From an optimization exercise on the open Yosys and OpenROAD flow, aimed at small area; shortcuts taken in it are not production practice. Function was checked by simulation only, so behaviour that the tests miss may differ from the original. The flow treats the clock pin as an ideal source, which a real chip does not have. Power figures rest on the tool's default switching activity, not on a simulated workload.

== the previous run ==
Design videogen, start of the top module:
module videogen (
    input  wire       clk,
    input  wire       reset_n,
    input  wire [7:0] format,
    input  wire [7:0] pattern,
    input  wire [7:0] r_in,
    input  wire [7:0] g_in,
    input  wire [7:0] b_in,
    output wire       vs,
    output wire       hs,
    output wire       de,
    output wire [7:0] r,
    output wire [7:0] g,
    output wire [7:0] b
);
    wire f1, f4, f5, f16, f128;
    format_vg u_format (
        .FORMAT(format),
        .F1(f1), .F4(f4), .F5(f5), .F16(f16), .F128(f128)
    );
    wire hs1, vs1, de0, x_odd, y_first, y_last, y_odd;
    sync_vg u_sync (
        .clk(clk), .reset_n(reset_n),
        .F1(f1), .F4(f4), .F5(f5), .F16(f16), .F128(f128),
        .hs1(hs1), .vs1(vs1), .de0(de0),
        .x_odd(x_odd),
        .y_first(y_first), .y_last(y_last), .y_odd(y_odd)
    );
    pattern_vg u_pattern (
        .clk(clk), .reset_n(reset_n),
        .F1(f1), .F4(f4), .F5(f5), .F16(f16), .F128(f128),
        .hs1(hs1), .vs1(vs1), .de0(de0),
        .x_odd(x_odd),
        .y_first(y_first), .y_last(y_last), .y_odd(y_odd),
        .pattern(pattern), .r_in(r_in), .g_in(g_in), .b_in(b_in),
        .vs(vs), .hs(hs), .de(de), .r(r), .g(g), .b(b)
    );
endmodule
Size in the first run: roughly 460 cells after synthesis, about 73 flip-flops, roughly 69 I/O pins.
export LEC_CHECK = 0
export CAP_MARGIN = 20
export CORE_MARGIN = 2
export CORE_UTILIZATION = 60
export CTS_BUF_LIST = sky130_fd_sc_hd__clkbuf_4 sky130_fd_sc_hd__clkbuf_8
export SLEW_MARGIN = 20
create_clock -name core_clock -period 8.5 [get_ports {clk}]
standard.sh (not shown) runs the stock make flow with config.mk's settings and CLKGATE_MAP_FILE= SYNTH_SCRIPT=/design/flow/synth_recipe.tcl, a recipe that flattens the netlist after the stock synthesis.
==> flow/flow/run.sh <==
#!/bin/bash
# Own layout flow: the standard flow (standard.sh) with
#  - an area-oriented ABC script in synthesis (flow/synth.tcl, flow/area.abc),
#  - the smallest buffer for the port buffers that the standard flow inserts.
# make's full output goes to standard.log; each ORFS step logs under orfs/logs.
set -euo pipefail
here=$(pwd)
export AREA_ABC_SCRIPT="$here/flow/area.abc"
bash standard.sh \
  SYNTH_SCRIPT="$here/flow/synth.tcl" \
  "BUFFER_PORTS_ARGS=-buffer_cell sky130_fd_sc_hd__buf_1" \
  finish > "$here/standard.log" 2>&1
==> flow/flow/area.abc <==
&get -n
&st
&syn3
&dch
&nf -R 1000 -p
&st
&syn3
&dch
&nf -R 1000 -p
&put
topo
stime -c
==> flow/flow/synth.tcl <==
# The standard synthesis (synth_recipe.tcl, in the work folder), with one
# change: the final technology mapping uses an area-oriented ABC script
# (flow/area.abc) instead of ORFS's delay-oriented one. Flip-flops are mapped
# before ABC runs, so registers, their names and cell types are unchanged.
proc abc {args} {
  set i [lsearch -exact $args -script]
  if {$i >= 0} {
    lset args [expr {$i + 1}] $::env(AREA_ABC_SCRIPT)
  }
  yosys abc {*}$args
}
source [file join [file dirname [file normalize [info script]]] .. synth_recipe.tcl]
The previous run | stages: all done | timing, DRC, antenna: all pass
Modified inputs, the current run compared to the previous run
- GPL_TIMING_DRIVEN: unset -> 0
- CORE_UTILIZATION: 60 -> 50
- CTS_BUF_LIST: sky130_fd_sc_hd__clkbuf_4 sky130_fd_sc_hd__clkbuf_8 -> unset
--- a/flow/flow/run.sh
+++ b/flow/flow/run.sh
@@ -4 +4,2 @@
-#  - the smallest buffer for the port buffers that the standard flow inserts.
+#  - the smallest buffer for the port buffers that the standard flow inserts,
+#  - clock tree synthesis without dummy loads, from small clock buffers.
@@ -8,0 +10,3 @@
+CTS="-sink_clustering_enable -repair_clock_nets -dont_use_dummy_load"
+BUFS="-buf_list {sky130_fd_sc_hd__clkbuf_4 sky130_fd_sc_hd__clkbuf_8}"
+CTS="$CTS ${EXP_CTS:-$BUFS}"
@@ -11,0 +16 @@
+  "CTS_ARGS=$CTS" \
--- a/flow/flow/area.abc
+++ b/flow/flow/area.abc
@@ -3 +3,2 @@
-&syn3
+&syn4
+&syn4
@@ -7 +8,2 @@
-&syn3
+&syn4
+&syn4
--- outcome ---
The current run: no failed stages, no open violations at the end
Main combinational cell family by area after synthesis = compound AO/OA/AOI/OAI gates: the current run; main combinational cell family by area after synthesis = simple AND/OR/NAND/NOR gates: the previous run
As of the current run, wire length of the first global-routing pass had fallen by a few percent compared to the previous run.
Total power (higher): the previous run
The current run against the previous run; synthesized cell count is down by more than 10%.

* * *

## fjord
The RTL this note starts from:
==> flow/design.v <==
module format_vg (
    input  wire       clk,
    input  wire [7:0] FORMAT,
    output wire       F1,     
    output wire       F4,     
    output wire       F5,     
    output wire       F16,    
    output wire       F128    
);
    reg f0, f2, f7;
    always @(posedge clk) begin
        f0 <= FORMAT[0];
        f2 <= FORMAT[2];
        f7 <= FORMAT[7];
    end
    assign F1   =  f0 & ~f2;
    assign F4   = ~f0 &  f2;
    assign F5   =  f0 &  f2;
    assign F128 = ~f0 & ~f2 &  f7;
    assign F16  = ~f0 & ~f2 & ~f7;
endmodule
module sync_vg (
    input  wire        clk,
    input  wire        reset_n,
    input  wire        F1, F4, F5, F16, F128,
    output wire        hs_set,    
    output wire        hs_clr,    
    output wire        vs_set,    
    output wire        vs_clr,    
    output wire        de0,       
    output wire        x_odd,     
    output wire        y_first,   
    output wire        y_last,    
    output wire        y_odd      
);
    reg [11:0] h;
    reg [10:0] l;
    function automatic ge12(input [11:0] a, input [11:0] k);    
        integer i;
        begin
            ge12 = 1'b1;
            for (i = 0; i < 12; i = i + 1)
                ge12 = k[i] ? (a[i] & ge12) : (a[i] | ge12);
        end
    endfunction
    function automatic ge11(input [10:0] a, input [10:0] k);    
        integer i;
        begin
            ge11 = 1'b1;
            for (i = 0; i < 11; i = i + 1)
                ge11 = k[i] ? (a[i] & ge11) : (a[i] | ge11);
        end
    endfunction
    function automatic [11:0] inc12(input [11:0] a);
        integer i;
        reg c;
        begin
            c = 1'b1;
            for (i = 0; i < 12; i = i + 1) begin
                inc12[i] = a[i] ^ c;
                c = c & a[i];
            end
        end
    endfunction
    function automatic [10:0] inc11(input [10:0] a, input cin);    
        integer i;
        reg c;
        begin
            c = cin;
            for (i = 0; i < 11; i = i + 1) begin
                inc11[i] = a[i] ^ c;
                c = c & a[i];
            end
        end
    endfunction
    wire h_wrap = F1   ? ((h & 12'd799)  == 12'd799)  :
                  F4   ? ((h & 12'd1649) == 12'd1649) :
                  F128 ? ((h & 12'd1679) == 12'd1679) :
                         ((h & 12'd2199) == 12'd2199);
    wire l_wrap = F1   ? ((l & 11'd524)  == 11'd524)  :
                  F4   ? ((l & 11'd749)  == 11'd749)  :
                  F128 ? ((l & 11'd827)  == 11'd827)  :
                         ((l & 11'd1124) == 11'd1124);
    always @(posedge clk) begin
        if (~reset_n || h_wrap)
            h <= 12'd0;
        else
            h <= inc12(h);
    end
    wire l_keep = reset_n & ~(h_wrap & l_wrap);
    wire l_add  = reset_n & h_wrap & ~l_wrap;
    always @(posedge clk)
        l <= inc11(l & {11{l_keep}}, l_add);
    assign hs_clr = F1   ? (h == 12'd97)  :
                    F4   ? (h == 12'd41)  :
                    F128 ? (h == 12'd137) : (h == 12'd45);
    wire h1 = (h == 12'd1);
    assign hs_set = h1;
    wire h1101 = (h == 12'd1101);
    wire [2:0] vsl = F1 ? 3'd2 : F128 ? 3'd3 : 3'd5;
    assign vs_set = (h1 && (l == 11'd0)) || (F5 && h1101 && (l == 11'd562));
    assign vs_clr = (h1 && (l == {8'd0, vsl})) || (F5 && h1101 && (l == 11'd567));
    wire h_act = F1   ? ((ge12(h, 12'd144)) && (!ge12(h, 12'd784)))  :
                 F4   ? ((ge12(h, 12'd260)) && (!ge12(h, 12'd1540))) :
                 F128 ? ((ge12(h, 12'd336)) && (!ge12(h, 12'd1616))) :
                        ((ge12(h, 12'd192)) && (!ge12(h, 12'd2112)));
    wire va_next = F1   ? (ge11(l, 11'd34) && !ge11(l, 11'd514))  :
                   F4   ? (ge11(l, 11'd24) && !ge11(l, 11'd744))  :
                   F5   ? ((ge11(l, 11'd19)  && !ge11(l, 11'd559)) ||
                           (ge11(l, 11'd582) && !ge11(l, 11'd1122))) :
                   F16  ? (ge11(l, 11'd40) && !ge11(l, 11'd1120)) :
                          (ge11(l, 11'd26) && !ge11(l, 11'd826));
    reg va, vp;
    always @(posedge clk) begin
        if (~reset_n) begin
            va <= 1'b0;
            vp <= 1'b0;
        end else if (h_wrap) begin
            va <= va_next;
            vp <= va;
        end
    end
    wire v_act = va;
    wire fld1 = F5 & ge11(l, 11'd576);
    assign de0 = h_act && v_act;
    assign x_odd = ~h[0];
    assign y_first = va & ~vp & ~fld1;
    assign y_last  = va & ~va_next & (fld1 | ~F5);
    assign y_odd = F5 ? fld1 : ~l[0];
endmodule
module pattern_vg (
    input  wire       clk,
    input  wire       reset_n,
    input  wire       F1, F4, F5, F16, F128,
    input  wire       hs_set, hs_clr, vs_set, vs_clr, de0,
    input  wire       x_odd,
    input  wire       y_first, y_last, y_odd,
    input  wire [7:0] pattern,
    input  wire [7:0] r_in, g_in, b_in,
    output reg        vs, hs, de,
    output reg  [7:0] r, g, b
);
    reg  [19:0] ramp;
    reg         de1;    
    wire x_first = de1 & ~de;
    wire x_last  = de1 & ~de0;
    wire [19:0] step = F1 ? 20'h00666 : (F4 | F128) ? 20'h00333 : 20'h00222;
    always @(posedge clk) begin
        if (~reset_n) begin
            vs  <= 1'b0;
            hs  <= 1'b0;
            de1 <= 1'b0;
            de  <= 1'b0;
        end else begin
            vs  <= vs_set | (vs & ~vs_clr);
            hs  <= hs_set | (hs & ~hs_clr);
            de1 <= de0;
            de  <= de1;
        end
    end
    function automatic [19:0] add20(input [19:0] a, input [19:0] b);
        integer i;
        reg c;
        begin
            c = 1'b0;
            for (i = 0; i < 20; i = i + 1) begin
                add20[i] = a[i] ^ b[i] ^ c;
                c = (a[i] & b[i]) | (c & (a[i] ^ b[i]));
            end
        end
    endfunction
    wire border = x_first | x_last | y_first | y_last;
    wire ramp_on = (pattern[7:2] == 6'd1) & de1;
    wire keep    = reset_n & ~(ramp_on & (x_first | x_last));
    wire add     = reset_n & ramp_on & ~x_last;
    always @(posedge clk)
        ramp <= add20(ramp & {20{keep}}, step & {20{add}});
    wire       pat_on = reset_n & (pattern[7:3] == 5'd0);
    wire [2:0] p      = pattern[2:0];
    wire set  = pat_on & de1 & ((p == 3'd1) ? border :
                                (p == 3'd2) ? x_odd  :
                                (p == 3'd3) ? y_odd  : 1'b0);
    wire pass = pat_on & ((p == 3'd0) | ((p == 3'd1) & ~(de1 & border)));
    wire ramp_r = pat_on & p[2] & ~p[1];              
    wire ramp_g = pat_on & p[2] & ~p[0];              
    wire ramp_b = pat_on & p[2] & ~(p[1] ^ p[0]);     
    wire hold = ~pat_on;
    wire [7:0] rv = ramp[19:12];
    always @(posedge clk) begin
        r <= {8{set}} | ({8{pass}} & r_in) | ({8{ramp_r}} & rv) | ({8{hold}} & r);
        g <= {8{set}} | ({8{pass}} & g_in) | ({8{ramp_g}} & rv) | ({8{hold}} & g);
        b <= {8{set}} | ({8{pass}} & b_in) | ({8{ramp_b}} & rv) | ({8{hold}} & b);
    end
endmodule
module videogen (
    input  wire       clk,
    input  wire       reset_n,
    input  wire [7:0] format,
    input  wire [7:0] pattern,
    input  wire [7:0] r_in,
    input  wire [7:0] g_in,
    input  wire [7:0] b_in,
    output wire       vs,
    output wire       hs,
    output wire       de,
    output wire [7:0] r,
    output wire [7:0] g,
    output wire [7:0] b
);
    wire f1, f4, f5, f16, f128;
    format_vg u_format (
        .clk(clk), .FORMAT(format),
        .F1(f1), .F4(f4), .F5(f5), .F16(f16), .F128(f128)
    );
    wire hs_set, hs_clr, vs_set, vs_clr, de0, x_odd, y_first, y_last, y_odd;
    sync_vg u_sync (
        .clk(clk), .reset_n(reset_n),
        .F1(f1), .F4(f4), .F5(f5), .F16(f16), .F128(f128),
        .hs_set(hs_set), .hs_clr(hs_clr), .vs_set(vs_set), .vs_clr(vs_clr), .de0(de0),
        .x_odd(x_odd),
        .y_first(y_first), .y_last(y_last), .y_odd(y_odd)
    );
    pattern_vg u_pattern (
        .clk(clk), .reset_n(reset_n),
        .F1(f1), .F4(f4), .F5(f5), .F16(f16), .F128(f128),
        .hs_set(hs_set), .hs_clr(hs_clr), .vs_set(vs_set), .vs_clr(vs_clr), .de0(de0),
        .x_odd(x_odd),
        .y_first(y_first), .y_last(y_last), .y_odd(y_odd),
        .pattern(pattern), .r_in(r_in), .g_in(g_in), .b_in(b_in),
        .vs(vs), .hs(hs), .de(de), .r(r), .g(g), .b(b)
    );
endmodule
==> flow/config.mk <==
export PLATFORM = sky130hd
export DESIGN_NAME = videogen
export DESIGN_NICKNAME = videogen
export VERILOG_FILES = /design/flow/design.v
export SDC_FILE = /design/flow/constraint.sdc
export NUM_CORES = 4
export LEC_CHECK = 0
export CAP_MARGIN = 20
export CORE_MARGIN = 2
export CORE_UTILIZATION = 50
export GPL_TIMING_DRIVEN = 0
export SLEW_MARGIN = 20
==> flow/constraint.sdc <==
create_clock -name core_clock -period 8.5 [get_ports {clk}]
set_input_delay 1.7000 -clock core_clock [delete_from_list [all_inputs] [get_ports {clk}]]
set_output_delay 1.7000 -clock core_clock [all_outputs]
set_load 0.01 [all_outputs]
==> flow/flow/run.sh <==
#!/bin/bash
# Own layout flow: the standard flow (standard.sh) with
#  - an area-oriented ABC script in synthesis (flow/synth.tcl, flow/area.abc),
#  - the smallest buffer for the port buffers that the standard flow inserts,
#  - clock tree synthesis without dummy loads, its buffers then shrunk to
#    the smallest sizes that keep the clock pins' slew under a margin
#    (flow/post_cts.tcl).
# make's full output goes to standard.log; each ORFS step logs under orfs/logs.
set -euo pipefail
here=$(pwd)
export AREA_ABC_SCRIPT="$here/flow/area.abc"
CTS="-sink_clustering_enable -repair_clock_nets -dont_use_dummy_load"
CTS="$CTS -buf_list {sky130_fd_sc_hd__clkbuf_4 sky130_fd_sc_hd__clkbuf_8}"
bash standard.sh \
  SYNTH_SCRIPT="$here/flow/synth.tcl" \
  "BUFFER_PORTS_ARGS=-buffer_cell sky130_fd_sc_hd__buf_1" \
  "CTS_ARGS=$CTS" \
  POST_CTS_TCL="$here/flow/post_cts.tcl" \
  finish > "$here/standard.log" 2>&1
==> flow/flow/area.abc <==
&get -n
&st
&deepsyn -I 1 -J 50 -T 120
&dch
&nf -R 1000 -p
&put
topo
stime -c
==> flow/flow/post_cts.tcl <==
set clk_slew_limit_ps 110.0
proc clk_pin_slew_ps {} {
  estimate_parasitics -placement
  set mx 0.0
  foreach pin [all_registers -clock_pins -edge_triggered] {
    foreach edge {rise fall} {
      foreach a {min max} {
        set s [sta::time_ui_sta [get_property $pin slew_${a}_$edge]]
        set mx [expr {max($mx, $s * 1e12)}]
      }
    }
  }
  return $mx
}
set sizes {sky130_fd_sc_hd__clkbuf_1 sky130_fd_sc_hd__clkbuf_2 sky130_fd_sc_hd__clkbuf_4 sky130_fd_sc_hd__clkbuf_8 sky130_fd_sc_hd__clkbuf_16}
set block [ord::get_db_block]
set bufs {}
foreach inst [$block getInsts] {
  set m [[$inst getMaster] getName]
  if {[lsearch -exact $sizes $m] >= 0 && [string match "clkbuf_*" [$inst getName]]} {
    lappend bufs [$inst getName]
  }
}
puts "post_cts: clock buffers [llength $bufs], clock pin slew [format %.1f [clk_pin_slew_ps]] ps"
foreach name [lsort -decreasing $bufs] {
  set inst [$block findInst $name]
  while {1} {
    set cur [[$inst getMaster] getName]
    set i [lsearch -exact $sizes $cur]
    if {$i <= 0} break
    set down [lindex $sizes [expr {$i - 1}]]
    replace_cell $name $down
    set s [clk_pin_slew_ps]
    if {$s > $clk_slew_limit_ps} {
      replace_cell $name $cur
      break
    }
  }
  puts "post_cts: $name [[$inst getMaster] getName]"
}
puts "post_cts: clock pin slew after [format %.1f [clk_pin_slew_ps]] ps"
detailed_placement
check_placement -verbose
Scripts as last shown in full above: flow/flow/synth.tcl
Here is what was changed in the inputs of nickel compared with fjord.
==> flow/flow/area.abc <==
&get -n
&st
&syn4
&syn4
&dch
&nf -R 1000 -p
&st
&syn4
&syn4
&dch
&nf -R 1000 -p
&put
topo
stime -c
Notes after the runs:
- nickel finished end to end and its layout was clean on timing, DRC and antenna.
- The run with more routed wire is nickel, not fjord.
- nickel gives less initial standard-cell utilization of the core than fjord did.
- Compared with fjord, in nickel critical path depth closely matched the old numbers, worst setup slack increased by 0.045 ns relative to the old numbers.
- Taking fjord as the reference, in nickel final cell count moved up; growth of design area from synthesis to finish now sits at about the same level; post-route core utilization moved down; clock power has increased.
- Between nickel and fjord, the number of placement rows is lower for fjord.

==> port drivers added, routing unchanged <==
In the flow no input, the clock included, has a driving cell. The finished layouts below were timed again as built, in two steps.
Step 1 assumes that a clkbuf_16 drives the clock port and a buf_2 every other input.
Step 2 adds t to the input delays and takes it off the output delays; t is the mean of the earliest and latest rising clock arrival at the registers after step 1. Input paths then give back, and output paths get back, about the clock's delay inside the block.
Slacks: no drivers / after step 1 / after step 2; pairs: no drivers / after step 1.
| run | t, ns | setup WS [ns] | pins driven straight from the clock port |
|---|---|---|---|
| the previous run | 0.372 | 1.491 / 1.487 / 1.115 | 1 |
| the current run | 0.368 | 1.663 / 1.672 / 1.303 | 1 |
| fjord | 0.419 | 1.092 / 1.103 / 0.683 | 1 |
| nickel | 0.533 | 1.137 / 1.143 / 0.610 | 1 |
After both steps setup and hold are still met in every run listed. For nickel, which loses most, drivers alone change the setup slack by +0.006 ns; drivers and shift together by -0.527 ns.
